This is an optimization exercise on Yosys and OpenROAD, whose aim is small area and a short achievable clock period, not a production implementation. In this exercise RTL edits were held to simulation tests only and were not proved equivalent to the original. Power is estimated from default activity; no workload was simulated.

$ cat flow/design.v
module TLB(
    input clk,
    input reset,
    output io_req_ready,
    input  io_req_valid,
    input [6:0] io_req_bits_asid,
    input [27:0] io_req_bits_vpn,
    input  io_req_bits_passthrough,
    input  io_req_bits_instruction,
    input  io_req_bits_store,
    output io_resp_miss,
    output[19:0] io_resp_ppn,
    output io_resp_xcpt_ld,
    output io_resp_xcpt_st,
    output io_resp_xcpt_if,
    output[7:0] io_resp_hit_idx,
    input  io_ptw_req_ready,
    output io_ptw_req_valid,
    output[26:0] io_ptw_req_bits_addr,
    output[1:0] io_ptw_req_bits_prv,
    output io_ptw_req_bits_store,
    output io_ptw_req_bits_fetch,
    input  io_ptw_resp_valid,
    input  io_ptw_resp_bits_error,
    input [19:0] io_ptw_resp_bits_pte_ppn,
    input [2:0] io_ptw_resp_bits_pte_reserved_for_software,
    input  io_ptw_resp_bits_pte_d,
    input  io_ptw_resp_bits_pte_r,
    input [3:0] io_ptw_resp_bits_pte_typ,
    input  io_ptw_resp_bits_pte_v,
    input  io_ptw_status_sd,
    input [30:0] io_ptw_status_zero2,
    input  io_ptw_status_sd_rv32,
    input [8:0] io_ptw_status_zero1,
    input [4:0] io_ptw_status_vm,
    input  io_ptw_status_mprv,
    input [1:0] io_ptw_status_xs,
    input [1:0] io_ptw_status_fs,
    input [1:0] io_ptw_status_prv3,
    input  io_ptw_status_ie3,
    input [1:0] io_ptw_status_prv2,
    input  io_ptw_status_ie2,
    input [1:0] io_ptw_status_prv1,
    input  io_ptw_status_ie1,
    input [1:0] io_ptw_status_prv,
    input  io_ptw_status_ie,
    input  io_ptw_invalidate
);
  reg [1:0]   state;           
  reg [32:0]  refill_tag;      
  reg [2:0]   refill_idx;
  reg         refill_store;
  reg         refill_fetch;
  reg [7:1]   plru;
  reg [7:0]   vb;
  reg [32:0]  tag [0:7];
  reg [19:0]  ppn [0:7];
  reg [7:0]   f_low, f_a, f_ws, f_xs, f_xu, f_nds, f_b;
  wire [1:0] priv = (io_ptw_status_mprv & ~io_req_bits_instruction) ?
                    io_ptw_status_prv1 : io_ptw_status_prv;
  wire priv_s = (priv == 2'h1);
  wire vm_on, vm_a, vm_b;
  g_vm vm0 (.vm3(io_ptw_status_vm[3]), .pt(io_req_bits_passthrough), .mprv(io_ptw_status_mprv),
            .instr(io_req_bits_instruction), .prv1_hi(io_ptw_status_prv1[1]),
            .prv_hi(io_ptw_status_prv[1]), .y(vm_on));
  g_vm vm1 (.vm3(io_ptw_status_vm[3]), .pt(io_req_bits_passthrough), .mprv(io_ptw_status_mprv),
            .instr(io_req_bits_instruction), .prv1_hi(io_ptw_status_prv1[1]),
            .prv_hi(io_ptw_status_prv[1]), .y(vm_a));
  g_vm vm2 (.vm3(io_ptw_status_vm[3]), .pt(io_req_bits_passthrough), .mprv(io_ptw_status_mprv),
            .instr(io_req_bits_instruction), .prv1_hi(io_ptw_status_prv1[1]),
            .prv_hi(io_ptw_status_prv[1]), .y(vm_b));
  wire bad_va = io_req_bits_vpn[27] ^ io_req_bits_vpn[26];
  wire [32:0] key = {io_req_bits_asid[5:0], io_req_bits_vpn[26:0]};
  wire [7:0] hits;        
  wire [7:0] vhits;       
  wire [7:0] vhits_b;     
  wire [7:0] dmiss;       
  wire [7:0] e_ld, e_st, e_if;
  wire [7:0] errv;
  wire nvm = ~vm_on;
  genvar i, b;
  generate
    for (i = 0; i < 8; i = i + 1) begin : ent
      wire uok = priv_s | f_low[i];
      assign dmiss[i] = io_req_bits_store & f_nds[i] & uok;
      assign e_ld[i] = ~(f_a[i] & uok);
      assign e_st[i] = ~(f_ws[i] & uok);
      assign e_if[i] = dmiss[i] ? ~f_b[i] : ~(priv_s ? f_xs[i] : f_xu[i]);
      assign errv[i] = ~f_nds[i] & f_b[i];
      wire [35:0] m;
      for (b = 0; b < 33; b = b + 1) begin : cmp
        g_xnor2 x (.a(tag[i][b]), .b(key[b]), .y(m[b]));
      end
      g_xnor2 x27 (.a(tag[i][26]), .b(io_req_bits_vpn[27]), .y(m[33]));
      assign m[34] = vb[i];
      assign m[35] = 1'b1;
      wire [8:0] gn;
      for (b = 0; b < 8; b = b + 1) begin : l1
        g_nand4 n (.a(m[4*b]), .b(m[4*b+1]), .c(m[4*b+2]), .d(m[4*b+3]), .y(gn[b]));
      end
      g_nand3 n8 (.a(m[32]), .b(m[33]), .c(m[34]), .y(gn[8]));
      wire [2:0] h;
      for (b = 0; b < 3; b = b + 1) begin : l2
        g_nor3 o (.a(gn[3*b]), .b(gn[3*b+1]), .c(gn[3*b+2]), .y(h[b]));
      end
      g_and3 ha (.a(h[0]), .b(h[1]), .c(h[2]), .y(hits[i]));
      g_and4 hv (.a(h[0]), .b(h[1]), .c(h[2]), .d(vm_a), .y(vhits[i]));
      g_and4 hw (.a(h[0]), .b(h[1]), .c(h[2]), .d(vm_b), .y(vhits_b[i]));
    end
  endgenerate
  wire [7:0] ndm = ~dmiss;
  wire [19:0] va = io_req_bits_vpn[19:0];
  wire va_rx = (va[19:18] == 2'b00);
  wire va_r  = (va[19:3] == 17'h08000);
  wire va_rw = (va >= 20'h40008) & (va <= 20'h40010);
  wire c_ld = bad_va | (nvm & ~(va_rx | va_r | va_rw));
  wire c_st = bad_va | (nvm & ~(va_rx | va_rw));
  wire c_if = bad_va | (nvm & ~va_rx);
  wire c_miss = nvm | bad_va;
  g_sel8c s_ld (.s(vhits), .d(e_ld), .c(c_ld), .y(io_resp_xcpt_ld));
  g_sel8c s_st (.s(vhits), .d(e_st), .c(c_st), .y(io_resp_xcpt_st));
  g_sel8c s_if (.s(vhits_b), .d(e_if), .c(c_if), .y(io_resp_xcpt_if));
  g_sel8cn s_m (.s(vhits_b), .d(ndm), .c(c_miss), .y(io_resp_miss));
  generate
    for (b = 0; b < 20; b = b + 1) begin : pb
      g_sel8c s (.s(b < 10 ? vhits : vhits_b),
                 .d({ppn[7][b], ppn[6][b], ppn[5][b], ppn[4][b],
                     ppn[3][b], ppn[2][b], ppn[1][b], ppn[0][b]}),
                 .c(nvm & va[b]), .y(io_resp_ppn[b]));
    end
  endgenerate
  wire tlb_hit = vm_on & |(hits & ndm);
  assign io_resp_hit_idx = hits;
  assign io_req_ready = (state == 2'h0);
  assign io_ptw_req_valid = (state == 2'h1);
  assign io_ptw_req_bits_addr = refill_tag[26:0];
  assign io_ptw_req_bits_prv = io_ptw_status_prv;
  assign io_ptw_req_bits_store = refill_store;
  assign io_ptw_req_bits_fetch = refill_fetch;
  wire hidx2 = |hits[7:4];
  wire hidx1 = hits[7] | hits[6] | hits[3] | hits[2];
  wire hidx0 = hits[7] | hits[5] | hits[3] | hits[1];
  wire v2 = plru[1];
  wire v1 = v2 ? plru[3] : plru[2];
  wire v0 = v2 ? (v1 ? plru[7] : plru[6]) : (v1 ? plru[5] : plru[4]);
  wire [2:0] first_inv = ~vb[0] ? 3'd0 : ~vb[1] ? 3'd1 : ~vb[2] ? 3'd2 :
                         ~vb[3] ? 3'd3 : ~vb[4] ? 3'd4 : ~vb[5] ? 3'd5 :
                         ~vb[6] ? 3'd6 : 3'd7;
  wire [2:0] repl = (&vb) ? {v2, v1, v0} : first_inv;
  wire [3:0] typ = io_ptw_resp_bits_pte_typ;
  wire [19:0] np = io_ptw_resp_bits_pte_ppn;
  wire n_rx = (np[19:18] == 2'b00);
  wire n_rw2 = (np >= 20'h40008) & (np <= 20'h40010);
  wire n_rr = n_rx | (np[19:3] == 17'h08000) | n_rw2;
  wire n_rw = n_rx | n_rw2;
  wire n_base = ~io_ptw_resp_bits_error & io_ptw_resp_bits_pte_v & (typ >= 4'h2);
  wire n_low = ~typ[3];
  wire n_a = n_base & n_rr;
  wire n_ws = n_base & typ[0] & n_rw;
  wire n_xs = n_base & typ[1] & (typ >= 4'h4) & n_rx;
  wire n_xu = n_base & n_low & typ[1] & n_rx;
  wire n_nds = n_base & typ[0] & ~io_ptw_resp_bits_pte_d;
  wire n_b = n_nds ? n_rx : io_ptw_resp_bits_error;
  wire accept = io_req_ready & io_req_valid;
  wire [7:0] clear_mask = io_ptw_invalidate ? 8'hff : (errv | (hits & dmiss));
  wire fill = (state == 2'h2) & io_ptw_resp_valid;
  integer j;
  always @(posedge clk) begin
    if (reset)
      state <= 2'h0;
    else if (io_ptw_resp_valid)
      state <= 2'h0;
    else if (state == 2'h2 && io_ptw_invalidate)
      state <= 2'h3;
    else if (state == 2'h1 && io_ptw_req_ready)
      state <= io_ptw_invalidate ? 2'h3 : 2'h2;
    else if (state == 2'h1 && io_ptw_invalidate)
      state <= 2'h0;
    else if (accept & io_resp_miss)
      state <= 2'h1;
    if (io_req_ready) begin
      refill_tag <= key;
      refill_idx <= repl;
      refill_store <= io_req_bits_store;
      refill_fetch <= io_req_bits_instruction;
    end
    if (reset)
      plru <= 7'h0;
    else if (io_req_valid & tlb_hit) begin
      plru[1] <= ~hidx2;
      if (~hidx2) plru[2] <= ~hidx1; else plru[3] <= ~hidx1;
      case ({hidx2, hidx1})
        2'd0: plru[4] <= ~hidx0;
        2'd1: plru[5] <= ~hidx0;
        2'd2: plru[6] <= ~hidx0;
        default: plru[7] <= ~hidx0;
      endcase
    end
    if (reset)
      vb <= 8'h0;
    else if (io_ptw_invalidate | accept)
      vb <= vb & ~clear_mask;
    else if (fill)
      vb[refill_idx] <= 1'b1;
    for (j = 0; j < 8; j = j + 1)
      if (io_ptw_resp_valid && refill_idx == j) begin
        tag[j] <= refill_tag;
        ppn[j] <= np;
        f_low[j] <= n_low;
        f_a[j] <= n_a;
        f_ws[j] <= n_ws;
        f_xs[j] <= n_xs;
        f_xu[j] <= n_xu;
        f_nds[j] <= n_nds;
        f_b[j] <= n_b;
      end
  end
endmodule
module g_xnor2(input a, input b, output y);
  assign y = ~(a ^ b);
endmodule
module g_nand4(input a, input b, input c, input d, output y);
  assign y = ~(a & b & c & d);
endmodule
module g_nand3(input a, input b, input c, output y);
  assign y = ~(a & b & c);
endmodule
module g_nor3(input a, input b, input c, output y);
  assign y = ~(a | b | c);
endmodule
module g_and3(input a, input b, input c, output y);
  assign y = a & b & c;
endmodule
module g_and4(input a, input b, input c, input d, output y);
  assign y = a & b & c & d;
endmodule
module g_vm(input vm3, input pt, input mprv, input instr, input prv1_hi, input prv_hi,
            output y);
  assign y = vm3 & ~pt & ~((mprv & ~instr) ? prv1_hi : prv_hi);
endmodule
module g_sel8c(input [7:0] s, input [7:0] d, input c, output y);
  wire [3:0] t;
  g_a22oi a0 (.a1(s[0]), .a2(d[0]), .b1(s[1]), .b2(d[1]), .y(t[0]));
  g_a22oi a1 (.a1(s[2]), .a2(d[2]), .b1(s[3]), .b2(d[3]), .y(t[1]));
  g_a22oi a2 (.a1(s[4]), .a2(d[4]), .b1(s[5]), .b2(d[5]), .y(t[2]));
  g_a221oi a3 (.a1(s[6]), .a2(d[6]), .b1(s[7]), .b2(d[7]), .c1(c), .y(t[3]));
  g_nand4 n (.a(t[0]), .b(t[1]), .c(t[2]), .d(t[3]), .y(y));
endmodule
module g_sel8cn(input [7:0] s, input [7:0] d, input c, output y);
  wire [3:0] t;
  g_a22oi a0 (.a1(s[0]), .a2(d[0]), .b1(s[1]), .b2(d[1]), .y(t[0]));
  g_a22oi a1 (.a1(s[2]), .a2(d[2]), .b1(s[3]), .b2(d[3]), .y(t[1]));
  g_a22oi a2 (.a1(s[4]), .a2(d[4]), .b1(s[5]), .b2(d[5]), .y(t[2]));
  g_a221oi a3 (.a1(s[6]), .a2(d[6]), .b1(s[7]), .b2(d[7]), .c1(c), .y(t[3]));
  g_and4 n (.a(t[0]), .b(t[1]), .c(t[2]), .d(t[3]), .y(y));
endmodule
module g_a221oi(input a1, input a2, input b1, input b2, input c1, output y);
  assign y = ~((a1 & a2) | (b1 & b2) | c1);
endmodule
module g_a22oi(input a1, input a2, input b1, input b2, output y);
  assign y = ~((a1 & a2) | (b1 & b2));
endmodule
$ cat flow/flow/run.sh
#!/bin/bash
# The standard layout flow, except that the buffers put on the input and output
# ports are sky130_fd_sc_hd__buf_1 cells instead of the default delay buffer;
# timing repair resizes the ones on critical paths. The full output of the
# flow goes to standard.log in the folder this runs in.
set -euo pipefail
export BUFFER_PORTS_ARGS="-buffer_cell sky130_fd_sc_hd__buf_1"
bash standard.sh > standard.log 2>&1
$ cat flow/standard.sh
#!/bin/bash
# synth_recipe.tcl (not shown) runs the flow's synth.tcl, then flattens the netlist and writes it again
# the make line also repeats each setting of config.mk as NAME=value (left out here)
make -C /OpenROAD-flow-scripts/flow DESIGN_CONFIG=/design/flow/config.mk WORK_HOME=/design/flow/orfs CLKGATE_MAP_FILE= SYNTH_SCRIPT=/design/flow/synth_recipe.tcl "${@:-finish}"
$ cat flow/config.mk
export PLATFORM = sky130hd
export DESIGN_NAME = TLB
export DESIGN_NICKNAME = TLB
export VERILOG_FILES = /design/flow/design.v
export SDC_FILE = /design/flow/constraint.sdc
export NUM_CORES = 4
export LEC_CHECK = 0
export CAP_MARGIN = 20
export CORE_MARGIN = 2
export CORE_UTILIZATION = 40
export CTS_BUF_LIST = sky130_fd_sc_hd__clkbuf_8 sky130_fd_sc_hd__clkbuf_16
export CTS_CLUSTER_DIAMETER = 100
export CTS_CLUSTER_SIZE = 20
export SETUP_SLACK_MARGIN = 2.8
export SLEW_MARGIN = 20
export SYNTH_HIERARCHICAL = 1
$ cat flow/constraint.sdc
create_clock -name core_clock -period 6.5 [get_ports {clk}]
set_input_delay 1.3000 -clock core_clock [delete_from_list [all_inputs] [get_ports {clk}]]
set_output_delay 1.3000 -clock core_clock [all_outputs]
set_load 0.01 [all_outputs]
==> summary.txt, run 1 <==
Critical path
  – Delay of the slowest critical-path stage: 370 ps
  – CP Cell Sequence: buf_1 > buf_6 > xnor2_2 > nand4_1 > nor3_4 > and4_4 > buf_12 > a221oi_2 > nand4_1 > buf_2
  – Worst Path Buf+Inv: 4
  – CP required: 5200 ps
  – Setup crit end kind: primary output
  – Worst-path maximum fanout: 8
  – Critical path's most frequent cell: nand4_1
  – WS Path Type: input port to primary output
  – CP max stage cell: nor3_4
  – Family with the most delay on the worst path: simple AND/OR/NAND/NOR gates
  – Worst EP arrival: 3270 ps
  – Crit start category: input port

Timing
  – Tmin final: 4570 ps
  – Final TNS setup: 0 ps
  – Unrepaired setup endpoints after global routing: true
  – Slew @ Worst Pin: 1080 ps
  – Final hold vios: 0
  – Clock Skews: 22.3 ps
  – Endpoints failing setup: 0
  – F_max: 219 MHz
  – Max_slew headroom: 0.277
  – Final Cycle Share: 0.703
  – PnR worst setup slack: 1930 ps
  – Slew Viols, Final: 0

Synth
  – Top-area cell type share of the netlist area: 0.689
  – Synthesized net count: 1,496
  – Number of flops mapped to enable cells by yosys: 518
  – Cells after Synth: 1,350
  – Cell taking the most area after synthesis: edfxtp_1
  – Yosys reg bits: 535
  – Synth cell types: 51
  – Prevailing post-synth register cell: edfxtp_1
  – Synthesized area: 22,600 µm²
  – Syn Area/Cell: 16.7 µm²
  – Yosys warning count: 11
  – Register area share after synthesis: 0.704
  – Asr flop ratio synth: 0
  – Main area contributors after synthesis: edfxtp_1 69%, xnor2_1 11%, a22oi_2 4.0%, nand4_1 2.5%, a221oi_2 1.6%

Routing
  – Residual DRC: 0
  – WL final: 56,300 µm
  – Pre-antenna DRT Iters: 5
  – Antenna Nets Post-Route: 0
  – Via count: 12,500
  – WL per Instance: 24.0 µm
  – Initial DRC count: 1,018
  – Via density: 5.32

Place
  – Dpl hpwl: 34,900 µm
  – Setup slack at placement: 1240 ps
  – Cell Count Post-Placement: 2,215
  – Port-buffer cells: 140
  – RD Place Congestion: 0.848

Floorplanning
  – Core ar.: 56,100 µm²
  – Die footprint: 58,400 µm²
  – Die X-Extent: 242 µm
  – Rows: 87
  – Die Y-Extent: 242 µm
  – I/O pin count: 204
  – Initial Util: 0.403

Clock network
  – CTS tree: built
  – Root Buffer: clkbuf_16
  – Post-CTS Hold Buffers: 0
  – Clock Latency Late Sink: 600 ps
  – CTS max path bufs: 3
  – CTS Sinks: 535
  – Number of CTS-inserted buffers: 31
  – H-tree depth: 1
  – Clk slew on worst S/H paths: 90 ps

Cells and area
  – P&R area growth vs syn: 17.9%
  – Register Area: 15,900 µm²
  – Layout fillers: 4,759
  – Layout Cells excl Fill: 2,349
  – Layout Nets: 1,715
  – Layout cells sized above 1: 0.253
  – Final Util: 0.475
  – Multi-input logic area: 6950 µm²
  – # diodes: 0

Pwr
  – Leakage: 8.60 nW
  – PwrDens: 233 nW/µm²
  – Max IR drop VDD: 0.000167 V

Min path
  – Worst Hold Class: register to register

Run status
  – Outcome: finished clean

GRT
  – Pin count of the biggest net entering global routing: 61
  – GRT Total Usage: 0.190
  – Grt met1 use: 0.261
  – GR Layer Usage met3: 0.0323
  – Initial antenna violation count: 6
  – Grt total ovfl: 0
  – Met2 usage: 0.316
  – First-pass GRT wire length: 83,000 µm
  – Vias in the first global route: 12,600
  – GRT Max-Usage Layer: met2

Flow run
  – Maxcap violations: 0
what timing repair did:
| item | CTS | global route |
|---|---|---|
| setup endpoints to repair | 40 | 32 |
| endpoints found under the hold margin | 0 | 0 |
| pin swaps | 79 | 33 |
| resized for setup | 216 | 40 |
| buffers inserted | 65 | 10 |
| gates cloned | 2 | 0 |
logic make-up after synthesis:
| logic type | after synthesis | synth area share |
|---|---|---|
| multiplexers | 25 | 0.0116 |
| AO/OA/AOI/OAI | 182 | 0.0828 |
| adder cells (fa/ha/maj) | 7 | 0.00388 |
| XOR/XNOR | 274 | 0.106 |
| AND/OR/NAND/NOR | 263 | 0.0762 |
| buffers and inverters | 64 | 0.0155 |
| flip-flops | 535 | 0.704 |
area by class of cell:
type	count	area share
multi-input combinational	751	0.261
clock inverter	26	0.00460
clock buffer	31	0.0291
sequential	535	0.597
inverter	25	0.00352
tap	756	0.0355
timing repair buffer	225	0.0694
worst register-to-register path: cells and delay by family, from the launching register on:
family / cells / cell delay [ps]
muxes: 1 / 160
and+or+nand+nor: 4 / 1050
DFF: 1 / 390
buffers and inverters: 4 / 510
xor gates and xnor gates: 1 / 150
AOI/OAI and AO/OA: 3 / 700
final timing paths:
path                                          start         endpoint  slack, ps  cells after the start
worst min register to register              plru[4]          plru[4]        480                      2
worst max register to register           tag[7][13]          plru[6]       3410                     13
worst max-delay path            io_req_bits_vpn[12]  io_resp_ppn[12]       1930                     10
worst min-delay path                        plru[4]          plru[4]        480                      2
flip-flops by register name, summed over array words and instances (netlist names), 2 cells and up:
| signal | count |
|---|---|
| f_xs | 8 |
| f_ws | 8 |
| f_xu | 8 |
| state | 2 |
| f_a | 8 |
| f_b | 8 |
| vb | 8 |
| plru | 7 |
| f_low | 8 |
| f_nds | 8 |
| ppn | 160 |
| tag | 264 |
| refill_idx | 3 |
| refill_tag | 33 |
cells in the mapped netlist, types with 2 or more instances:
cell	instances
and4_1	18
mux2_2	9
edfxtp_1	518
a21bo_1	2
a2111oi_4	3
buf_4	29
nand2_1	11
or4_1	2
a31oi_1	2
nand3_1	12
nor3b_1	3
a22oi_2	72
inv_1	25
xnor2_1	274
a221oi_2	24
and2_1	5
mux2i_1	16
clkbuf_1	10
ha_1	7
nor4_1	8
nor3_2	24
dfxtp_1	17
nor2b_1	27
a21o_1	2
o21ai_0	25
and3b_1	3
nor3_1	4
and3_1	12
a21oi_1	23
nor2_1	23
nand2b_1	13
a211oi_1	10
a22oi_1	2
nand4_1	91
o211ai_1	8
stage by stage:
step / hold slack, ps / power, mW / cell area, µm²
floorplan: 448 / 4.11 / 22700
global placement: 461 / 4.26 / 24000
detailed placement: 474 / 4.27 / 24000
CTS: 487 / 6.27 / 26300
global route: 496 / 6.42 / 26600
finish: 480 / 6.22 / 26600
report_power, final:
group          internal, mW  switching (mW)  total, mW
clock                 0.873            1.10       1.98
combinational         0.156           0.217      0.374
sequential             3.82          0.0458       3.87
total                  4.85            1.37       6.22
per-module statistics from Yosys (local to each module, per instance), excerpt:
module | copies in the design | cell area [µm²] | cells inside
TLB | 1 | 17800 | 826
g_vm | 3 | 46.3 | 4
g_a221oi | 24 | 15.0 | 1
g_a22oi | 72 | 12.5 | 1
g_nor3 | 24 | 10.0 | 1
g_and4 | 17 | 8.76 | 1
g_xnor2 | 272 | 8.76 | 1
g_and3 | 8 | 6.26 | 1
g_nand4 | 87 | 6.26 | 1
g_nand3 | 8 | 5.00 | 1
placed cells by master, fill, tap and decap left out, types with 16 or more instances in the layout:
| master | Yosys | routed |
|---|---|---|
| a21oi_1 | 23 | 21 |
| buf_4 | 29 | 66 |
| o21ai_0 | 25 | 25 |
| nand4_1 | 91 | 91 |
| nor2b_1 | 27 | 25 |
| xnor2_2 | 0 | 36 |
| clkbuf_16 | 0 | 31 |
| dfxtp_1 | 17 | 17 |
| buf_1 | 0 | 73 |
| nor2_1 | 23 | 22 |
| and4_4 | 0 | 18 |
| buf_2 | 0 | 23 |
| xnor2_1 | 274 | 238 |
| buf_6 | 0 | 29 |
| nor3_4 | 0 | 21 |
| a221oi_2 | 24 | 24 |
| edfxtp_1 | 518 | 518 |
| inv_1 | 25 | 49 |
| a22oi_2 | 72 | 72 |
| buf_12 | 0 | 28 |
| mux2i_1 | 16 | 16 |
routing by layer:
layer | part of all wire | routed length [µm]
met5 | 0.00087 | 49
met4 | 0.023 | 1290
met3 | 0.055 | 3090
met2 | 0.48 | 27300
met1 | 0.44 | 24600
==> run 2: changes to the inputs <==
==> flow/flow/run.sh (replaced) <==
#!/bin/bash
# The standard layout flow, except that:
#  - the buffers put on the input and output ports are sky130_fd_sc_hd__buf_1
#    cells instead of the default delay buffer (timing repair resizes the ones
#    on critical paths);
#  - clock tree synthesis uses clkbuf_8 buffers for clusters of up to 16
#    flip-flops and inserts no dummy loads.
# The full output of the flow goes to standard.log in the folder this runs in.
set -euo pipefail
export BUFFER_PORTS_ARGS="-buffer_cell sky130_fd_sc_hd__buf_1"
export CTS_ARGS="-sink_clustering_enable -repair_clock_nets -dont_use_dummy_load -buf_list sky130_fd_sc_hd__clkbuf_8 -sink_clustering_size 16 -sink_clustering_max_diameter 70"
bash standard.sh > standard.log 2>&1
--- a/flow/config.mk
+++ b/flow/config.mk
@@ -11,6 +11,6 @@
 export CTS_BUF_LIST = sky130_fd_sc_hd__clkbuf_8 sky130_fd_sc_hd__clkbuf_16
 export CTS_CLUSTER_DIAMETER = 100
 export CTS_CLUSTER_SIZE = 20
-export SETUP_SLACK_MARGIN = 2.8
+export SETUP_SLACK_MARGIN = 1.8
 export SLEW_MARGIN = 20
 export SYNTH_HIERARCHICAL = 1
==> run 2 against run 1 <==
Final cell count fell by 2.3%. Highest routed layer unchanged. Largest power group unchanged. Register-to-register slack improved by 90 ps. Core utilization down 2.7 points. Synthesized area did not move. Hold slack improved by 4.2 ps. Critical endpoint is now io_resp_ppn[9]. Still clean. Count of clock-buffer cells in the layout rose by 11. Largest cell class unchanged. Critical path type unchanged. Clock power down 18%.
==> summary.txt, run 2 <==
Critical path
  – R2R Path Start: tag[6][10]
  – Family with the most delay on the worst path: simple AND/OR/NAND/NOR gates
  – CP max stage cell: nor3_4
  – CP Cell Sequence: buf_4 > buf_4 > xnor2_1 > nand4_1 > nor3_4 > buf_4 > and4_1 > buf_12 > a221oi_2 > nand4_1 > buf_1
  – Worst-path maximum fanout: 12
  – Reg2Reg Depth: 11
  – Setup crit end: io_resp_ppn[9]
  – Critical path's most frequent cell: buf_4
  – CP required: 5200 ps
  – FF-to-FF setup slack: 3500 ps
  – WS Path Type: input port to primary output
  – Worst EP arrival: 3330 ps
  – Setup crit end kind: primary output
  – Delay of the slowest critical-path stage: 320 ps
  – Crit start category: input port
  – Worst setup path start: io_req_bits_vpn[4]
  – Reg-to-reg endpoint: plru[4]
  – Worst Path Buf+Inv: 5
  – Number of cells on the critical path: 11

Floorplanning
  – Rows: 87
  – Initial Util: 0.403
  – Die footprint: 58,400 µm²
  – Core ar.: 56,100 µm²
  – Die X-Extent: 242 µm
  – Die Y-Extent: 242 µm
  – I/O pin count: 204

Clock network
  – Clock Latency Late Sink: 630 ps
  – CTS max path bufs: 3
  – CTS Sinks: 535
  – CTS tree: built
  – Root Buffer: clkbuf_8
  – Clk slew on worst S/H paths: 70 ps
  – Number of CTS-inserted buffers: 42
  – H-tree depth: 2

Min path
  – Hold Crit Start: plru[4]
  – Worst Hold Class: register to register

Synth
  – Register area share after synthesis: 0.704
  – Adder-cell share of the synthesized area: 0.00388
  – Asr flop ratio synth: 0
  – Yosys reg bits: 535
  – Number of flops mapped to enable cells by yosys: 518
  – Synthesized area: 22,600 µm²
  – Cells after Synth: 1,350
  – Synth cell types: 51
  – Commonest cells post-synth: 518 x edfxtp_1, 274 x xnor2_1, 91 x nand4_1
  – Most frequent cell after synthesis: edfxtp_1
  – Multiplexer area fraction after synthesis: 0.0116
  – Syn Area/Cell: 16.7 µm²
  – Synth Area in Simple Gates: 0.0762
  – Top-area cell type share of the netlist area: 0.689
  – Main area contributors after synthesis: edfxtp_1 69%, xnor2_1 11%, a22oi_2 4.0%, nand4_1 2.5%, a221oi_2 1.6%
  – Synth Area in Compound Gates: 0.0828
  – Prevailing post-synth register cell: edfxtp_1
  – Yosys warning count: 11
  – Combinational family with the most area after synthesis: XOR/XNOR gates
  – Cell taking the most area after synthesis: edfxtp_1
  – Xor/xnor share of the synthesized area: 0.106
  – Synthesized net count: 1,496

Pwr
  – Flop pwr share: 0.663
  – Leakage: 7.68 nW
  – Max IR drop VDD: 0.000128 V
  – Clk pwr share: 0.279
  – Comb power frac: 0.058
  – Int Power: 4.53 mW
  – Psw: 1.30 mW
  – Switching Share: 0.223
  – PwrDens: 232 nW/µm²

Timing
  – Clock Skews: 51.3 ps
  – Final Cycle Share: 0.713
  – Unrepaired setup endpoints after global routing: true
  – Tmin final: 4630 ps
  – Final hold vios: 0
  – Slew @ Worst Pin: 1060 ps
  – F_max: 216 MHz
  – Final TNS setup: 0 ps
  – Slew Viols, Final: 0
  – Endpoints failing setup: 0
  – Max_slew headroom: 0.293

GRT
  – Vias in the first global route: 12,200
  – Grt total ovfl: 0
  – GRT Total Usage: 0.185
  – First-pass GRT wire length: 80,700 µm
  – Pin count of the biggest net entering global routing: 61
  – Initial antenna violation count: 4

Place
  – RD Place Congestion: 0.867
  – Port-buffer cells: 140
  – Dpl hpwl: 35,200 µm

Routing
  – WL per Instance: 24.0 µm
  – Antenna Nets Post-Route: 0
  – Via density: 5.28
  – Via count: 12,100
  – Initial DRC count: 971
  – Residual DRC: 0
  – Pre-antenna DRT Iters: 4
  – WL final: 55,000 µm

Cells and area
  – Largest registers: tag x264, ppn x160, refill_tag x33
  – Commonest non-fill, non-tap cell in the layout: edfxtp_1
  – Layout Nets: 1,686
  – Layout cells sized above 1: 0.185
  – P&R area growth vs syn: 11.3%
  – Most flop-heavy register: tag
  – Flip-flop count of the largest register after layout: 264
  – Most frequent cells in the layout: 518 x edfxtp_1, 274 x xnor2_1, 101 x buf_1
  – Final Util: 0.448

Run status
  – Outcome: finished clean

Flow run
  – Maxcap violations: 0
run 2: worst min-delay path by stage:
stage	end	cells after the start
2_1_floorplan	plru[4]	2
3_3_place_gp	plru[4]	2
3_5_place_dp	plru[4]	2
4_1_cts	plru[4]	2
5_1_grt	plru[4]	2
6_report	plru[4]	2
run 2: per-module statistics from Yosys, one instance, submodules excluded, a selection:
module    flip-flops and latches  cells inside  cell area, µm²  copies in the design
TLB                          535           826           17800                     1
g_vm                           0             4            46.3                     3
g_a221oi                       0             1            15.0                    24
g_nor3                         0             1            10.0                    24
g_and4                         0             1            8.76                    17
g_xnor2                        0             1            8.76                   272
g_nand4                        0             1            6.26                    87
g_and3                         0             1            6.26                     8
g_nand3                        0             1            5.00                     8
run 2: area by class of cell:
class / count / area [µm²]
multi-input combinational: 751 / 6530
timing repair buffer: 185 / 1080
clock buffer: 42 / 578
sequential: 535 / 15900
tap: 756 / 946
fill: 4906 / 30900
inverter: 25 / 93.8
antenna: 1 / 2.50
run 2: tightest hold or removal path: stages, from the launching register on:
cell	delay, ps
dfxtp_1	310
nand2b_1	60
mux2i_1	60
run 2: metrics by stage:
step	cell area, µm²	hold slack, ps	instances	setup slack, ps	total power, mW
6_report	25100	484	2295	1870	5.83
3_3_place_gp	24000	462	2231	1030	4.26
4_1_cts	25000	485	2288	1790	5.89
2_1_floorplan	22600	448	1350	2230	4.11
5_1_grt	25100	500	2294	1790	6.03
3_5_place_dp	24000	475	2231	1020	4.27
run 2: logic make-up (layout without fill, tap and decap cells):
group | after synthesis | in the layout
DFF | 535 | 535
xor gates and xnor gates | 274 | 274
and+or+nand+nor | 263 | 263
AOI/OAI and AO/OA | 182 | 182
buffers and inverters | 64 | 252
muxes | 25 | 25
adders and majority gates | 7 | 7
other | 0 | 1
run 2: timing repair:
| action | 4_1_cts | 5_1_grt |
|---|---|---|
| cloned | 2 | 1 |
| buffers inserted | 13 | 5 |
| hold buffers | 0 | 0 |
| pin swaps | 16 | 19 |
| endpoints found under the setup margin | 31 | 20 |
| resized for setup | 124 | 25 |
run 2: routing by layer:
layer,vias up,global-route usage,routed length (µm)
met2,270,0.301,26100
met3,56,0.0382,2990
li1,5585,-,-
met4,6,0.0373,952
met1,6196,0.259,25000
met5,-,0,34
run 2: power by group through the flow:
stage | logic (mW) | registers [mW] | clock network (mW)
detailed placement | 0.322 | 3.95 | 0
global route | 0.369 | 3.88 | 1.79
CTS | 0.337 | 3.87 | 1.68
finish | 0.339 | 3.87 | 1.63
floorplan | 0.184 | 3.93 | 0
global placement | 0.318 | 3.94 | 0
==> run 3: changes to the inputs <==
==> flow/config.mk (replaced) <==
export PLATFORM = sky130hd
export DESIGN_NAME = TLB
export DESIGN_NICKNAME = TLB
export VERILOG_FILES = /design/flow/design.v
export SDC_FILE = /design/flow/constraint.sdc
export NUM_CORES = 4
export LEC_CHECK = 0
export CAP_MARGIN = 20
export CORE_MARGIN = 2
export CORE_UTILIZATION = 40
export PLACE_DENSITY = 0.8
export SETUP_SLACK_MARGIN = 1.9
export SLEW_MARGIN = 20
export SYNTH_HIERARCHICAL = 1
==> run 3 against run 2 <==
Still clean on timing, DRC and antenna. Register-to-register slack better by 40 ps. Count of clock-buffer cells in the layout fell by 2. Sequential share of layout area is 0.41 points lower. First-iteration DRC count grew 16%. Clock skew is 7.1 ps higher. Clock power fell by 5%. Global-route usage down 0.36 points. Total power fell by 1.1%. Flip-flop and latch count unchanged. Non-clock buffer count up 5. Critical path type unchanged.
==> summary.txt, run 3 <==
Synth
  – Yosys reg bits: 535
  – Commonest cells post-synth: 518 x edfxtp_1, 274 x xnor2_1, 91 x nand4_1
  – Cells after Synth: 1,350
  – Top-area cell type share of the netlist area: 0.689
  – Yosys warning count: 11
  – Cell taking the most area after synthesis: edfxtp_1
  – Main area contributors after synthesis: edfxtp_1 69%, xnor2_1 11%, a22oi_2 4.0%, nand4_1 2.5%, a221oi_2 1.6%
  – Asr flop ratio synth: 0
  – Register area share after synthesis: 0.704
  – Prevailing post-synth register cell: edfxtp_1
  – Number of flops mapped to enable cells by yosys: 518
  – Synthesized net count: 1,496
  – Most frequent cell after synthesis: edfxtp_1
  – Synthesized area: 22,600 µm²
  – Syn Area/Cell: 16.7 µm²
  – Synth cell types: 51

Timing
  – Max_slew headroom: 0.287
  – Final TNS setup: 0 ps
  – Slew @ Worst Pin: 1070 ps
  – F_max: 217 MHz
  – Unrepaired setup endpoints after global routing: true
  – Endpoints failing setup: 0
  – Final hold vios: 0
  – Slew Viols, Final: 0
  – Final Cycle Share: 0.708
  – Clock Skews: 58.3 ps
  – Tmin final: 4600 ps

GRT
  – GRT Total Usage: 0.182
  – Vias in the first global route: 12,900
  – First-pass GRT wire length: 80,200 µm
  – Pin count of the biggest net entering global routing: 61
  – Grt total ovfl: 0
  – Initial antenna violation count: 4

Clock network
  – Root Buffer: clkbuf_8
  – Number of CTS-inserted buffers: 40
  – Clock Latency Late Sink: 620 ps
  – CTS tree: built
  – CTS Sinks: 535
  – Clk slew on worst S/H paths: 80 ps
  – H-tree depth: 2
  – CTS max path bufs: 3

Floorplanning
  – Die footprint: 58,400 µm²
  – Initial Util: 0.403
  – Core ar.: 56,100 µm²
  – I/O pin count: 204
  – Die X-Extent: 242 µm
  – Die Y-Extent: 242 µm
  – Rows: 87

Cells and area
  – Largest registers: tag x264, ppn x160, refill_tag x33
  – Layout Nets: 1,689
  – Flip-flop count of the largest register after layout: 264
  – Final Util: 0.451
  – Layout cells sized above 1: 0.193
  – Layout fillers: 4,731
  – Most frequent cells in the layout: 518 x edfxtp_1, 266 x xnor2_1, 99 x buf_1
  – Most flop-heavy register: tag
  – P&R area growth vs syn: 12.0%
  – Design area: 25,300 µm²
  – Layout Cells excl Fill: 2,298
  – Commonest non-fill, non-tap cell in the layout: edfxtp_1

Pwr
  – Leakage: 7.81 nW
  – PwrDens: 228 nW/µm²
  – Max IR drop VDD: 0.000149 V

Run status
  – Outcome: finished clean

Routing
  – Via count: 12,700
  – WL final: 54,400 µm
  – Pre-antenna DRT Iters: 7
  – Via density: 5.54
  – WL per Instance: 23.7 µm
  – Antenna Nets Post-Route: 0
  – Residual DRC: 0
  – Initial DRC count: 1,130

Flow run
  – Maxcap violations: 0

Min path
  – Worst Hold Class: register to register

Critical path
  – Crit start category: input port
  – Setup crit end kind: primary output
  – WS Path Type: input port to primary output
  – Worst-path maximum fanout: 8
  – Worst EP arrival: 3300 ps
  – CP required: 5200 ps

Place
  – RD Place Congestion: 0.906
  – Port-buffer cells: 140
  – Cell Count Post-Placement: 2,232
  – Dpl hpwl: 35,000 µm
  – Placed Area: 24,000 µm²
==> run 3: logic make-up (layout without fill, tap and decap cells) <==
kind of cell | count (synthesis) | in the layout | synth area share
xor+xnor | 274 | 274 | 0.106
other cells | 0 | 1 | 0
mux | 25 | 25 | 0.0116
simple gates | 263 | 263 | 0.0762
buf+inv | 64 | 255 | 0.0155
flops | 535 | 535 | 0.704
compound gates | 182 | 182 | 0.0828
fa+ha+maj | 7 | 7 | 0.00388
==> run 3: path summary, 6_finish.rpt <==
check	cells after the start	startpoint	endpoint	slack, ps
worst max-delay path	10	io_req_bits_vpn[4]	io_resp_ppn[17]	1900
worst min-delay path	2	plru[5]	plru[5]	500
worst max register to register	10	tag[5][4]	plru[1]	3540
worst min register to register	2	plru[5]	plru[5]	500
==> run 3: report_power, final <==
group	leakage [nW]	internal (mW)	switching [mW]	total (mW)
clock network	0.288	0.555	1.00	1.55
logic	2.55	0.135	0.214	0.349
registers	4.97	3.82	0.0445	3.87
==> run 3: repair_timing <==
item,CTS,global route
setup buffers,20,4
hold buffers,0,0
gates cloned,0,1
pin swaps,29,38
endpoints found under the hold margin,0,0
endpoints found under the setup margin,32,23
gates resized for setup,97,63
==> run 3: Yosys stat by module (local to each module, per instance), a selection <==
| module | copies in the design | cells inside |
|---|---|---|
| g_vm | 3 | 4 |
| g_and4 | 17 | 1 |
| g_and3 | 8 | 1 |
| g_a22oi | 72 | 1 |
| g_nand4 | 87 | 1 |
| g_nor3 | 24 | 1 |
| TLB | 1 | 826 |
| g_nand3 | 8 | 1 |
| g_a221oi | 24 | 1 |
| g_xnor2 | 272 | 1 |
==> run 3: worst max-delay path: stages <==
cell and delay [ps]:
buf_6 110, buf_12 140, xnor2_2 120, nand4_1 220
nor3_4 380, and4_4 320, buf_12 150, a22oi_2 80
nand4_1 260, buf_2 200
==> run 3: per-stage QoR <==
stage / setup slack (ps) / hold WS [ps] / power (mW)
final: 1900 / 500 / 5.77
after global routing: 1880 / 521 / 5.96
after CTS: 1900 / 487 / 5.80
after detailed placement: 1020 / 476 / 4.26
after global placement: 1030 / 460 / 4.25
after floorplan: 2230 / 448 / 4.11
==> run 3: per-layer routing <==
layer | GRT usage | share of wire
met5 | 0 | 0.00079
met4 | 0.0610 | 0.030
met3 | 0.0400 | 0.082
met2 | 0.302 | 0.49
met1 | 0.237 | 0.39
==> run 3: cell type report <==
| cell class | count | area, µm² | share of cell area |
|---|---|---|---|
| Inverter | 25 | 93.8 | 0.00371 |
| Antenna cell | 1 | 2.50 | 0.0000989 |
| Clock buffer | 40 | 551 | 0.0218 |
| Tap cell | 756 | 946 | 0.0374 |
| Sequential cell | 535 | 15900 | 0.629 |
| Timing Repair Buffer | 190 | 1190 | 0.0471 |
| Multi-Input combinational cell | 751 | 6610 | 0.261 |
==> run 4: changes to the inputs <==
--- a/flow/config.mk
+++ b/flow/config.mk
@@ -8,6 +8,7 @@
 export CAP_MARGIN = 20
 export CORE_MARGIN = 2
 export CORE_UTILIZATION = 40
+export GPL_ROUTABILITY_DRIVEN = 0
 export PLACE_DENSITY = 0.8
 export SETUP_SLACK_MARGIN = 1.9
 export SLEW_MARGIN = 20
==> run 4 against run 3 <==
Largest cell class unchanged. Total power unchanged. Combinational power hardly changed. Hold slack is the same. Worst setup slack unchanged. Clock skew stayed put. Sequential share of layout area stayed put. Highest routed layer unchanged. Count of clock-buffer cells in the layout stayed put. Final cell count stayed put. Critical endpoint unchanged. Flip-flop and latch count unchanged. First-iteration DRC count unchanged. Register-to-register slack hardly changed.
==> summary.txt, run 4 <==
Place
  – Dpl hpwl: 35,000 µm
  – Placed Area: 24,000 µm²
  – Port-buffer cells: 140
  – Setup slack at placement: 1020 ps

Cells and area
  – Most frequent cells in the layout: 518 x edfxtp_1, 266 x xnor2_1, 99 x buf_1
  – Most flop-heavy register: tag
  – P&R area growth vs syn: 12.0%
  – Layout cells sized above 1: 0.193
  – Largest registers: tag x264, ppn x160, refill_tag x33
  – Flip-flop count of the largest register after layout: 264
  – Design area: 25,300 µm²
  – Layout Nets: 1,689
  – Commonest non-fill, non-tap cell in the layout: edfxtp_1

Floorplanning
  – Die Y-Extent: 242 µm
  – Die footprint: 58,400 µm²
  – Rows: 87
  – I/O pin count: 204
  – Core ar.: 56,100 µm²
  – Initial Util: 0.403
  – Die X-Extent: 242 µm

Clock network
  – Clk slew on worst S/H paths: 80 ps
  – Root Buffer: clkbuf_8
  – Post-CTS Hold Buffers: 0
  – H-tree depth: 2
  – CTS Sinks: 535
  – Number of CTS-inserted buffers: 40
  – CTS max path bufs: 3
  – CTS tree: built
  – Clock Latency Late Sink: 620 ps

Critical path
  – CP max stage cell: nor3_4
  – CP required: 5200 ps
  – Reg-to-reg endpoint: plru[1]
  – Setup crit end: io_resp_ppn[17]
  – Worst setup path start: io_req_bits_vpn[4]
  – Worst-path maximum fanout: 8
  – Crit start category: input port
  – Reg2Reg Depth: 10
  – FF-to-FF setup slack: 3540 ps
  – CP Cell Sequence: buf_6 > buf_12 > xnor2_2 > nand4_1 > nor3_4 > and4_4 > buf_12 > a22oi_2 > nand4_1 > buf_2
  – Worst EP arrival: 3300 ps
  – Delay of the slowest critical-path stage: 380 ps
  – R2R Path Start: tag[5][4]
  – Worst Path Buf+Inv: 4
  – Family with the most delay on the worst path: simple AND/OR/NAND/NOR gates
  – Number of cells on the critical path: 10
  – Setup crit end kind: primary output
  – WS Path Type: input port to primary output

Synth
  – Synthesized net count: 1,496
  – Syn Area/Cell: 16.7 µm²
  – Yosys reg bits: 535
  – Yosys warning count: 11
  – Prevailing post-synth register cell: edfxtp_1
  – Asr flop ratio synth: 0
  – Register area share after synthesis: 0.704
  – Synth cell types: 51
  – Most frequent cell after synthesis: edfxtp_1
  – Cells after Synth: 1,350
  – Synthesized area: 22,600 µm²
  – Top-area cell type share of the netlist area: 0.689
  – Commonest cells post-synth: 518 x edfxtp_1, 274 x xnor2_1, 91 x nand4_1
  – Main area contributors after synthesis: edfxtp_1 69%, xnor2_1 11%, a22oi_2 4.0%, nand4_1 2.5%, a221oi_2 1.6%
  – Cell taking the most area after synthesis: edfxtp_1
  – Number of flops mapped to enable cells by yosys: 518

Timing
  – Slew Viols, Final: 0
  – Final TNS setup: 0 ps
  – Clock Skews: 58.3 ps
  – F_max: 217 MHz
  – PnR worst setup slack: 1900 ps
  – Final hold vios: 0
  – Max_slew headroom: 0.287
  – Slew @ Worst Pin: 1070 ps
  – Final Cycle Share: 0.708
  – Tmin final: 4600 ps
  – Endpoints failing setup: 0
  – Unrepaired setup endpoints after global routing: true

GRT
  – First-pass GRT wire length: 80,200 µm
  – Initial antenna violation count: 4
  – GRT Total Usage: 0.182
  – Pin count of the biggest net entering global routing: 61
  – Grt total ovfl: 0
  – Vias in the first global route: 12,900

Routing
  – WL per Instance: 23.7 µm
  – Initial DRC count: 1,130
  – WL final: 54,400 µm
  – Residual DRC: 0
  – Via density: 5.54
  – Pre-antenna DRT Iters: 7
  – Via count: 12,700
  – Antenna Nets Post-Route: 0

Run status
  – Outcome: finished clean

Pwr
  – Psw: 1.26 mW
  – Max IR drop VDD: 0.000149 V
  – Switching Share: 0.218
  – Leakage: 7.81 nW
  – Int Power: 4.51 mW
  – Comb power frac: 0.060
  – Flop pwr share: 0.670
  – PwrDens: 228 nW/µm²
  – Total Power: 5.77 mW
  – Clk pwr share: 0.269

Flow run
  – Maxcap violations: 0

Min path
  – Worst Hold Class: register to register
[run 4: cell counts after synthesis]
No cell type changed its count.
[run 4: layout make-up]
| class | instances | area [µm²] |
|---|---|---|
| fillers | 4731 | 30800 |
| flip-flops and latches | 535 | 15900 |
| multi-input cells | 751 | 6610 |
| repair buffers | 190 | 1190 |
| well taps | 756 | 946 |
| clock buffers | 40 | 551 |
| inverters | 25 | 93.8 |
| diodes | 1 | 2.50 |
[run 4: through the flow]
| stage | cells | hold slack [ps] | util |
|---|---|---|---|
| 2_1_floorplan | 1350 | 448 | - |
| 3_3_place_gp | 2232 | 460 | 0.428 |
| 3_5_place_dp | 2232 | 476 | 0.428 |
| 4_1_cts | 2292 | 487 | 0.446 |
| 5_1_grt | 2297 | 521 | 0.451 |
| 6_report | 2298 | 500 | 0.451 |
[run 4: routing by layer]
| layer | wire length (µm) | up-vias | share of wire | GRT usage |
|---|---|---|---|---|
| li1 | - | 5593 | - | - |
| met3 | 4480 | 113 | 0.082 | 0.0400 |
| met2 | 26800 | 570 | 0.49 | 0.302 |
| met5 | 43 | - | 0.00079 | 0 |
| met4 | 1610 | 6 | 0.030 | 0.0610 |
| met1 | 21500 | 6438 | 0.39 | 0.237 |
[run 4: per-module statistics from Yosys, one instance, submodules excluded, a selection]
module	copies in the design	flip-flops and latches	cells inside
TLB	1	535	826
g_vm	3	0	4
g_a221oi	24	0	1
g_a22oi	72	0	1
g_nor3	24	0	1
g_and4	17	0	1
g_xnor2	272	0	1
g_nand4	87	0	1
g_nand3	8	0	1
[run 4: power groups by stage]
| stage | combinational [mW] | sequential (mW) | clock (mW) |
|---|---|---|---|
| 2_1_floorplan | 0.184 | 3.93 | 0 |
| 3_3_place_gp | 0.311 | 3.94 | 0 |
| 3_5_place_dp | 0.319 | 3.95 | 0 |
| 4_1_cts | 0.337 | 3.87 | 1.60 |
| 5_1_grt | 0.374 | 3.87 | 1.72 |
| 6_report | 0.349 | 3.87 | 1.55 |
[run 4: worst min-delay path by stage]
stage                     startpoint      end  slack, ps  depth (start not counted)
after floorplan              plru[4]  plru[4]        450                          2
after global placement       plru[4]  plru[4]        460                          2
after detailed placement     plru[5]  plru[5]        480                          2
after CTS                    plru[5]  plru[5]        490                          2
after global routing         plru[6]  plru[6]        520                          2
final                        plru[5]  plru[5]        500                          2
[run 4: tightest hold or removal path, cell delays in order (launching register included)]
cell	delay (ps)
dfxtp_1	320
nand2b_1	70
mux2i_1	60
[run 4: cell families after synthesis]
kind of cell	Yosys count	synth area share
AO/OA/AOI/OAI	182	0.0828
XOR/XNOR	274	0.106
adder cells (fa/ha/maj)	7	0.00388
buffers and inverters	64	0.0155
flip-flops	535	0.704
multiplexers	25	0.0116
AND/OR/NAND/NOR	263	0.0762
[run 4: repair_timing]
action | 4_1_cts | 5_1_grt
setup endpoints to repair | 32 | 23
cloned | 0 | 1
gates resized for setup | 97 | 63
pin swaps | 29 | 38
buffers inserted | 20 | 4
==> run 5: changes to the inputs <==
--- a/flow/config.mk
+++ b/flow/config.mk
@@ -7,9 +7,8 @@
 export LEC_CHECK = 0
 export CAP_MARGIN = 20
 export CORE_MARGIN = 2
-export CORE_UTILIZATION = 40
-export GPL_ROUTABILITY_DRIVEN = 0
-export PLACE_DENSITY = 0.8
-export SETUP_SLACK_MARGIN = 1.9
+export CORE_UTILIZATION = 60
+export PLACE_DENSITY = 0.85
+export SETUP_SLACK_MARGIN = 2.1
 export SLEW_MARGIN = 20
 export SYNTH_HIERARCHICAL = 1
==> run 5 against run 4 <==
Flip-flop and latch count stayed put. Largest cell class unchanged. Core utilization is 24 points higher. Worst setup slack better by 54 ps. Still clean on timing, DRC and antenna. First-iteration DRC count is 34% higher.
==> summary.txt, run 5 <==
Critical path
  – CP Cell Sequence: buf_12 > buf_4 > xnor2_2 > nand4_1 > nor3_4 > and4_1 > buf_12 > a22oi_2 > nand4_1 > buf_2
  – Worst Path Buf+Inv: 4
  – WS Path Type: input port to primary output
  – Reg2Reg Depth: 10
  – Setup crit end: io_resp_ppn[9]
  – CP max stage cell: nor3_4
  – FF-to-FF setup slack: 3540 ps
  – Worst EP arrival: 3250 ps
  – Worst setup path start: io_req_bits_vpn[14]
  – CP required: 5200 ps
  – Worst-path maximum fanout: 12
  – R2R Path Start: tag[7][2]
  – Reg-to-reg endpoint: plru[6]
  – Family with the most delay on the worst path: simple AND/OR/NAND/NOR gates
  – Number of cells on the critical path: 10
  – Crit start category: input port
  – Setup crit end kind: primary output
  – Delay of the slowest critical-path stage: 380 ps

Routing
  – Initial DRC count: 1,515
  – Via density: 6.32
  – Via count: 13,100
  – Antenna Nets Post-Route: 0
  – WL per Instance: 26.7 µm
  – WL final: 55,300 µm
  – Pre-antenna DRT Iters: 5
  – Residual DRC: 0

Timing
  – Endpoints failing setup: 0
  – Clock Skews: 49.0 ps
  – Slew @ Worst Pin: 1050 ps
  – Max_slew headroom: 0.298
  – Unrepaired setup endpoints after global routing: true
  – Final Cycle Share: 0.700
  – Final hold vios: 0
  – PnR worst setup slack: 1950 ps
  – Final TNS setup: 0 ps
  – Worst hold margin: 486 ps
  – F_max: 220 MHz
  – Slew Viols, Final: 0
  – Tmin final: 4550 ps

Clock network
  – CTS max path bufs: 3
  – Clk slew on worst S/H paths: 100 ps
  – CTS Sinks: 535
  – H-tree depth: 2
  – CTS tree: built
  – Root Buffer: clkbuf_8
  – Number of CTS-inserted buffers: 39
  – Clock Latency Late Sink: 600 ps

Synth
  – Yosys reg bits: 535
  – Syn Area/Cell: 16.7 µm²
  – Cell taking the most area after synthesis: edfxtp_1
  – Yosys warning count: 11
  – Synthesized area: 22,600 µm²
  – Synth cell types: 51
  – Number of flops mapped to enable cells by yosys: 518
  – Most frequent cell after synthesis: edfxtp_1
  – Register area share after synthesis: 0.704
  – Prevailing post-synth register cell: edfxtp_1
  – Cells after Synth: 1,350
  – Top-area cell type share of the netlist area: 0.689
  – Asr flop ratio synth: 0
  – Synthesized net count: 1,496
  – Main area contributors after synthesis: edfxtp_1 69%, xnor2_1 11%, a22oi_2 4.0%, nand4_1 2.5%, a221oi_2 1.6%
  – Commonest cells post-synth: 518 x edfxtp_1, 274 x xnor2_1, 91 x nand4_1

Pwr
  – Leakage: 8.19 nW
  – Max IR drop VDD: 0.000170 V
  – PwrDens: 225 nW/µm²
  – Psw: 1.27 mW
  – Switching Share: 0.218
  – Comb power frac: 0.068
  – Clk pwr share: 0.265
  – Int Power: 4.53 mW
  – Flop pwr share: 0.667
  – Total Power: 5.79 mW

Place
  – RD Place Congestion: 0.904
  – Dpl hpwl: 32,200 µm
  – Setup slack at placement: 1030 ps
  – Cell Count Post-Placement: 1,980
  – Placed Area: 23,700 µm²
  – Port-buffer cells: 140

Cells and area
  – Layout fillers: 2,224
  – Layout cells sized above 1: 0.238
  – P&R area growth vs syn: 14.0%
  – Largest registers: tag x264, ppn x160, refill_tag x33
  – Commonest non-fill, non-tap cell in the layout: edfxtp_1
  – Design area: 25,700 µm²
  – Layout Nets: 1,701
  – Final Util: 0.688
  – Most flop-heavy register: tag
  – Most frequent cells in the layout: 518 x edfxtp_1, 237 x xnor2_1, 91 x nand4_1
  – Flip-flop count of the largest register after layout: 264
  – Layout Cells excl Fill: 2,067

GRT
  – Initial antenna violation count: 5
  – Pin count of the biggest net entering global routing: 61
  – Grt total ovfl: 0
  – Vias in the first global route: 12,900
  – First-pass GRT wire length: 78,400 µm
  – GRT Total Usage: 0.275

Floorplanning
  – Die Y-Extent: 198 µm
  – Core ar.: 37,400 µm²
  – I/O pin count: 204
  – Initial Util: 0.604
  – Die X-Extent: 198 µm
  – Die footprint: 39,200 µm²
  – Rows: 71

Run status
  – Outcome: finished clean

Flow run
  – Maxcap violations: 0

Min path
  – Worst Hold Class: register to register
-- run 5: cells by family after synthesis --
family	after synthesis	synth area share
fa+ha+maj	7	0.00388
mux	25	0.0116
compound gates	182	0.0828
simple gates	263	0.0762
flops	535	0.704
xor+xnor	274	0.106
buf+inv	64	0.0155
-- run 5: tightest hold or removal path, stage by stage (launching register included) --
cell,delay (ps)
dfxtp_1,320
nand2b_1,70
mux2i_1,60
-- run 5: worst min path at each step --
stage	slack, ps	end	depth (start not counted)	start
6_report	490	plru[4]	2	plru[4]
5_1_grt	510	plru[6]	2	plru[6]
4_1_cts	480	plru[4]	2	plru[4]
3_5_place_dp	460	plru[4]	2	plru[4]
3_3_place_gp	460	plru[4]	2	plru[4]
2_1_floorplan	450	plru[4]	2	plru[4]
-- run 5: area by class of cell --
cell class              instances  area, µm²  share of cell area
diodes                          3       7.51            0.000292
multi-input cells             751       6930               0.269
inverters                      25       93.8             0.00365
repair buffers                203       1640              0.0635
well taps                     511        639              0.0248
flip-flops and latches        535      15900               0.618
clock buffers                  39        537              0.0209
-- run 5: per-module statistics from Yosys, one instance, submodules excluded, a selection --
module | cells | flops+latches | cell area, µm² | times used
g_nand4 | 1 | 0 | 6.26 | 87
g_and3 | 1 | 0 | 6.26 | 8
TLB | 826 | 535 | 17800 | 1
g_and4 | 1 | 0 | 8.76 | 17
g_xnor2 | 1 | 0 | 8.76 | 272
g_nor3 | 1 | 0 | 10.0 | 24
g_a221oi | 1 | 0 | 15.0 | 24
g_vm | 4 | 0 | 46.3 | 3
g_a22oi | 1 | 0 | 12.5 | 72
-- run 5: repair_timing --
action | in CTS | in global routing
setup buffers | 37 | 6
resized for setup | 195 | 99
hold buffers | 0 | 0
gates cloned | 1 | 1
pin swaps | 51 | 54
setup endpoints to repair | 32 | 24
-- run 5: metal layers --
metal | routed length, µm | GRT usage
met1 | 21100 | 0.364
met2 | 27500 | 0.458
met3 | 4550 | 0.0475
met4 | 2090 | 0.110
met5 | 35 | 0
-- run 5: power by group through the flow --
stage	Combinational [mW]	Sequential (mW)	Clock [mW]
6_report	0.394	3.87	1.53
5_1_grt	0.415	3.87	1.66
4_1_cts	0.361	3.87	1.54
3_5_place_dp	0.316	3.95	0
3_3_place_gp	0.307	3.94	0
2_1_floorplan	0.184	3.93	0
==> run 6: changes to the inputs <==
--- a/flow/flow/run.sh
+++ b/flow/flow/run.sh
@@ -4,9 +4,12 @@
 #    cells instead of the default delay buffer (timing repair resizes the ones
 #    on critical paths);
 #  - clock tree synthesis uses clkbuf_8 buffers for clusters of up to 16
-#    flip-flops and inserts no dummy loads.
+#    flip-flops and inserts no dummy loads;
+#  - after global routing, cells on paths with the most slack are downsized
+#    (ORFS power recovery on 70% of the paths with positive slack).
 # The full output of the flow goes to standard.log in the folder this runs in.
 set -euo pipefail
 export BUFFER_PORTS_ARGS="-buffer_cell sky130_fd_sc_hd__buf_1"
 export CTS_ARGS="-sink_clustering_enable -repair_clock_nets -dont_use_dummy_load -buf_list sky130_fd_sc_hd__clkbuf_8 -sink_clustering_size 16 -sink_clustering_max_diameter 70"
+export RECOVER_POWER=70
 bash standard.sh > standard.log 2>&1
--- a/flow/config.mk
+++ b/flow/config.mk
@@ -7,8 +7,8 @@
 export LEC_CHECK = 0
 export CAP_MARGIN = 20
 export CORE_MARGIN = 2
-export CORE_UTILIZATION = 60
-export PLACE_DENSITY = 0.85
-export SETUP_SLACK_MARGIN = 2.1
+export CORE_UTILIZATION = 40
+export PLACE_DENSITY = 0.8
+export SETUP_SLACK_MARGIN = 1.9
 export SLEW_MARGIN = 20
 export SYNTH_HIERARCHICAL = 1
==> run 6 against run 5 <==
The layout now fails its checks (capacitance limit, slew limit). Flip-flop and latch count unchanged. Sequential power about the same. Clock skew increased by 8.7 ps. Largest cell class unchanged. Critical path depth decreased by 1. Die area increased by 49%. Global-route usage decreased by 9.3 points. Clock power about the same. Synthesized area unchanged. Final area decreased by 2.3%. Worst setup slack got worse by 550 ps.
==> summary.txt, run 6 <==
Run status
  – Outcome: failed layout checks
  – SO Faults: capacitance limit, slew limit

Cells and area
  – Most flop-heavy register: tag
  – Flip-flop count of the largest register after layout: 264
  – Commonest non-fill, non-tap cell in the layout: edfxtp_1
  – Largest registers: tag x264, ppn x160, refill_tag x33
  – Layout cells sized above 1: 0.167
  – Layout Cells excl Fill: 2,299
  – P&R area growth vs syn: 11.4%
  – Most frequent cells in the layout: 518 x edfxtp_1, 266 x xnor2_1, 91 x nand4_1
  – Layout Nets: 1,689
  – Design area: 25,100 µm²

Pwr
  – Int Power: 4.50 mW
  – Psw: 1.26 mW
  – Flop pwr share: 0.672
  – Comb power frac: 0.059
  – Leakage: 7.67 nW
  – PwrDens: 229 nW/µm²
  – Max IR drop VDD: 0.000150 V
  – Switching Share: 0.218
  – Clk pwr share: 0.270

Critical path
  – CP required: 5200 ps
  – CP Cell Sequence: clkbuf_1 > xnor2_1 > nand4_1 > nor3_4 > and4_4 > buf_12 > a22oi_2 > nand4_1 > buf_2
  – Worst setup path start: io_req_bits_vpn[7]
  – Crit start category: input port
  – CP max stage cell: clkbuf_1
  – WS Path Type: input port to primary output
  – Delay of the slowest critical-path stage: 660 ps
  – Worst-path maximum fanout: 11
  – Setup crit end kind: primary output
  – R2R Path Start: refill_idx[0]
  – Worst EP arrival: 3790 ps
  – Critical path's most frequent cell: nand4_1

Routing
  – Pre-antenna DRT Iters: 7
  – Initial DRC count: 1,248
  – Via count: 12,700
  – WL per Instance: 23.7 µm
  – Via density: 5.51
  – Antenna Nets Post-Route: 0
  – WL final: 54,400 µm
  – Residual DRC: 0

Floorplanning
  – Core ar.: 56,100 µm²
  – I/O pin count: 204
  – Die Y-Extent: 242 µm
  – Die X-Extent: 242 µm
  – Initial Util: 0.403
  – Die footprint: 58,400 µm²
  – Rows: 87

Timing
  – Worst hold margin: 499 ps
  – Endpoints failing setup: 0
  – F_max: 196 MHz
  – Tmin final: 5090 ps
  – Max_slew headroom: -2.13
  – Final TNS setup: 0 ps
  – Clock Skews: 57.8 ps
  – Slew Viols, Final: 346
  – Final Cycle Share: 0.784
  – Final hold vios: 0
  – Slew @ Worst Pin: 4700 ps
  – Unrepaired setup endpoints after global routing: true

Synth
  – Cell taking the most area after synthesis: edfxtp_1
  – Syn Area/Cell: 16.7 µm²
  – Register area share after synthesis: 0.704
  – Prevailing post-synth register cell: edfxtp_1
  – Yosys reg bits: 535
  – Synthesized net count: 1,496
  – Main area contributors after synthesis: edfxtp_1 69%, xnor2_1 11%, a22oi_2 4.0%, nand4_1 2.5%, a221oi_2 1.6%
  – Yosys warning count: 11
  – Commonest cells post-synth: 518 x edfxtp_1, 274 x xnor2_1, 91 x nand4_1
  – Synthesized area: 22,600 µm²
  – Number of flops mapped to enable cells by yosys: 518
  – Cells after Synth: 1,350
  – Asr flop ratio synth: 0
  – Top-area cell type share of the netlist area: 0.689
  – Synth cell types: 51
  – Most frequent cell after synthesis: edfxtp_1

Flow run
  – Maxcap violations: 6

Clock network
  – CTS max path bufs: 3
  – Clock Latency Late Sink: 620 ps
  – Clk slew on worst S/H paths: 80 ps
  – CTS tree: built
  – Number of CTS-inserted buffers: 40
  – CTS Sinks: 535
  – H-tree depth: 2
  – Root Buffer: clkbuf_8

GRT
  – First-pass GRT wire length: 80,200 µm
  – Vias in the first global route: 12,900
  – Grt total ovfl: 0
  – Initial antenna violation count: 4
  – GRT Total Usage: 0.182
  – Pin count of the biggest net entering global routing: 61

Place
  – RD Place Congestion: 0.906
  – Port-buffer cells: 140
  – Cell Count Post-Placement: 2,232
  – Placed Area: 24,000 µm²
  – Dpl hpwl: 35,000 µm

Min path
  – Worst Hold Class: register to register
  – Hold Crit Start: plru[5]
==> run 6: cell counts after synthesis <==
Identical to the previous run, type by type.
==> run 6: modules after synthesis, one instance, submodules excluded, excerpt <==
module / flip-flops and latches / cell area (µm²)
g_a22oi: 0 / 12.5
g_a221oi: 0 / 15.0
g_and3: 0 / 6.26
g_nor3: 0 / 10.0
g_xnor2: 0 / 8.76
TLB: 535 / 17800
g_nand3: 0 / 5.00
g_vm: 0 / 46.3
g_nand4: 0 / 6.26
g_and4: 0 / 8.76
==> run 6: layout make-up <==
cell class	count	area (µm²)
multi-input combinational	751	6600
antenna	2	5.00
fill	4760	30900
sequential	535	15900
inverter	25	93.8
timing repair buffer	190	1060
clock buffer	40	551
tap	756	946
==> run 6: cell families (layout without fill, tap and decap cells) <==
group | after synthesis | after routing | share of synthesized area
xor gates and xnor gates | 274 | 274 | 0.106
other | 0 | 2 | 0
muxes | 25 | 25 | 0.0116
DFF | 535 | 535 | 0.704
buffers and inverters | 64 | 255 | 0.0155
and+or+nand+nor | 263 | 263 | 0.0762
AOI/OAI and AO/OA | 182 | 182 | 0.0828
adders and majority gates | 7 | 7 | 0.00388
==> run 6: power groups by stage <==
stage / registers [mW] / clock network [mW] / logic (mW)
5_1_grt: 3.88 / 1.72 / 0.364
6_report: 3.87 / 1.55 / 0.338
3_5_place_dp: 3.95 / 0 / 0.319
3_3_place_gp: 3.94 / 0 / 0.311
4_1_cts: 3.87 / 1.60 / 0.337
2_1_floorplan: 3.93 / 0 / 0.184
==> run 6: critical path: cells and delay by family <==
kind	cells	cell delay, ps
AO/OA/AOI/OAI	1	60
XOR/XNOR	1	210
buffers and inverters	3	1010
AND/OR/NAND/NOR	4	1200
==> run 6: timing repair <==
| action | CTS | global route |
|---|---|---|
| gates cloned | 0 | 1 |
| setup endpoints to repair | 32 | 23 |
| hold buffers | 0 | 0 |
| setup buffers | 20 | 4 |
| pin swaps | 29 | 38 |
| resized for setup | 97 | 63 |
==> run 6: worst paths after layout <==
kind / to / slack, ps / cells past startpoint
worst max-delay path: io_resp_ppn[17] / 1410 / 9
worst min-delay path: plru[5] / 500 / 2
worst max register to register: ppn[0][5] / 1610 / 4
worst min register to register: plru[5] / 500 / 2
==> run 6: metrics by stage <==
step,util,setup WS (ps),total power [mW]
2_1_floorplan,-,2230,4.11
3_3_place_gp,0.428,1030,4.25
3_5_place_dp,0.428,1020,4.26
4_1_cts,0.446,1900,5.80
5_1_grt,0.448,1180,5.96
6_report,0.449,1410,5.76
==> run 6: metal layers <==
metal  vias to the layer above  wire length [µm]  global-route usage
li1                       5603                 -                   -
met1                      6371             21300               0.237
met2                       572             26800               0.302
met3                       120              4620              0.0400
met4                         6              1660              0.0610
met5                         -                37                   0

-- afterwards: timing with drivers on the ports --
Ports are ideal in the flow. The routed layouts listed here were re-timed in OpenROAD. Step 1, drivers: a clkbuf_16 drives clk and a buf_2 each remaining input, both assumed. Step 2 adds t to the input delays and takes it off the output delays; t is the mean of the earliest and latest rising clock arrival at the registers after step 1. Input paths then give back, and output paths get back, about the clock's delay inside the block. a / b / c = ideal ports / drivers / drivers and shift; a / b = the first two.
run | t (ns) | setup WS [ns] | worst setup path after step 2 | clock arrival spread, ns
run 1 | 0.651 | 1.929 / 1.901 / 1.901 | input to output | 0.023 / 0.023
run 2 | 0.665 | 1.868 / 1.840 / 1.840 | input to output | 0.074 / 0.073
run 3 | 0.647 | 1.898 / 1.866 / 1.866 | input to output | 0.058 / 0.059
run 4 | 0.647 | 1.898 / 1.866 / 1.866 | input to output | 0.058 / 0.059
run 5 | 0.624 | 1.951 / 1.905 / 1.905 | input to output | 0.050 / 0.050
run 6 | 0.645 | 1.406 / 1.375 / 0.875 | input to register | 0.058 / 0.058
For run 6, which loses most, drivers alone change the setup slack by -0.031 ns; drivers and shift together by -0.531 ns.
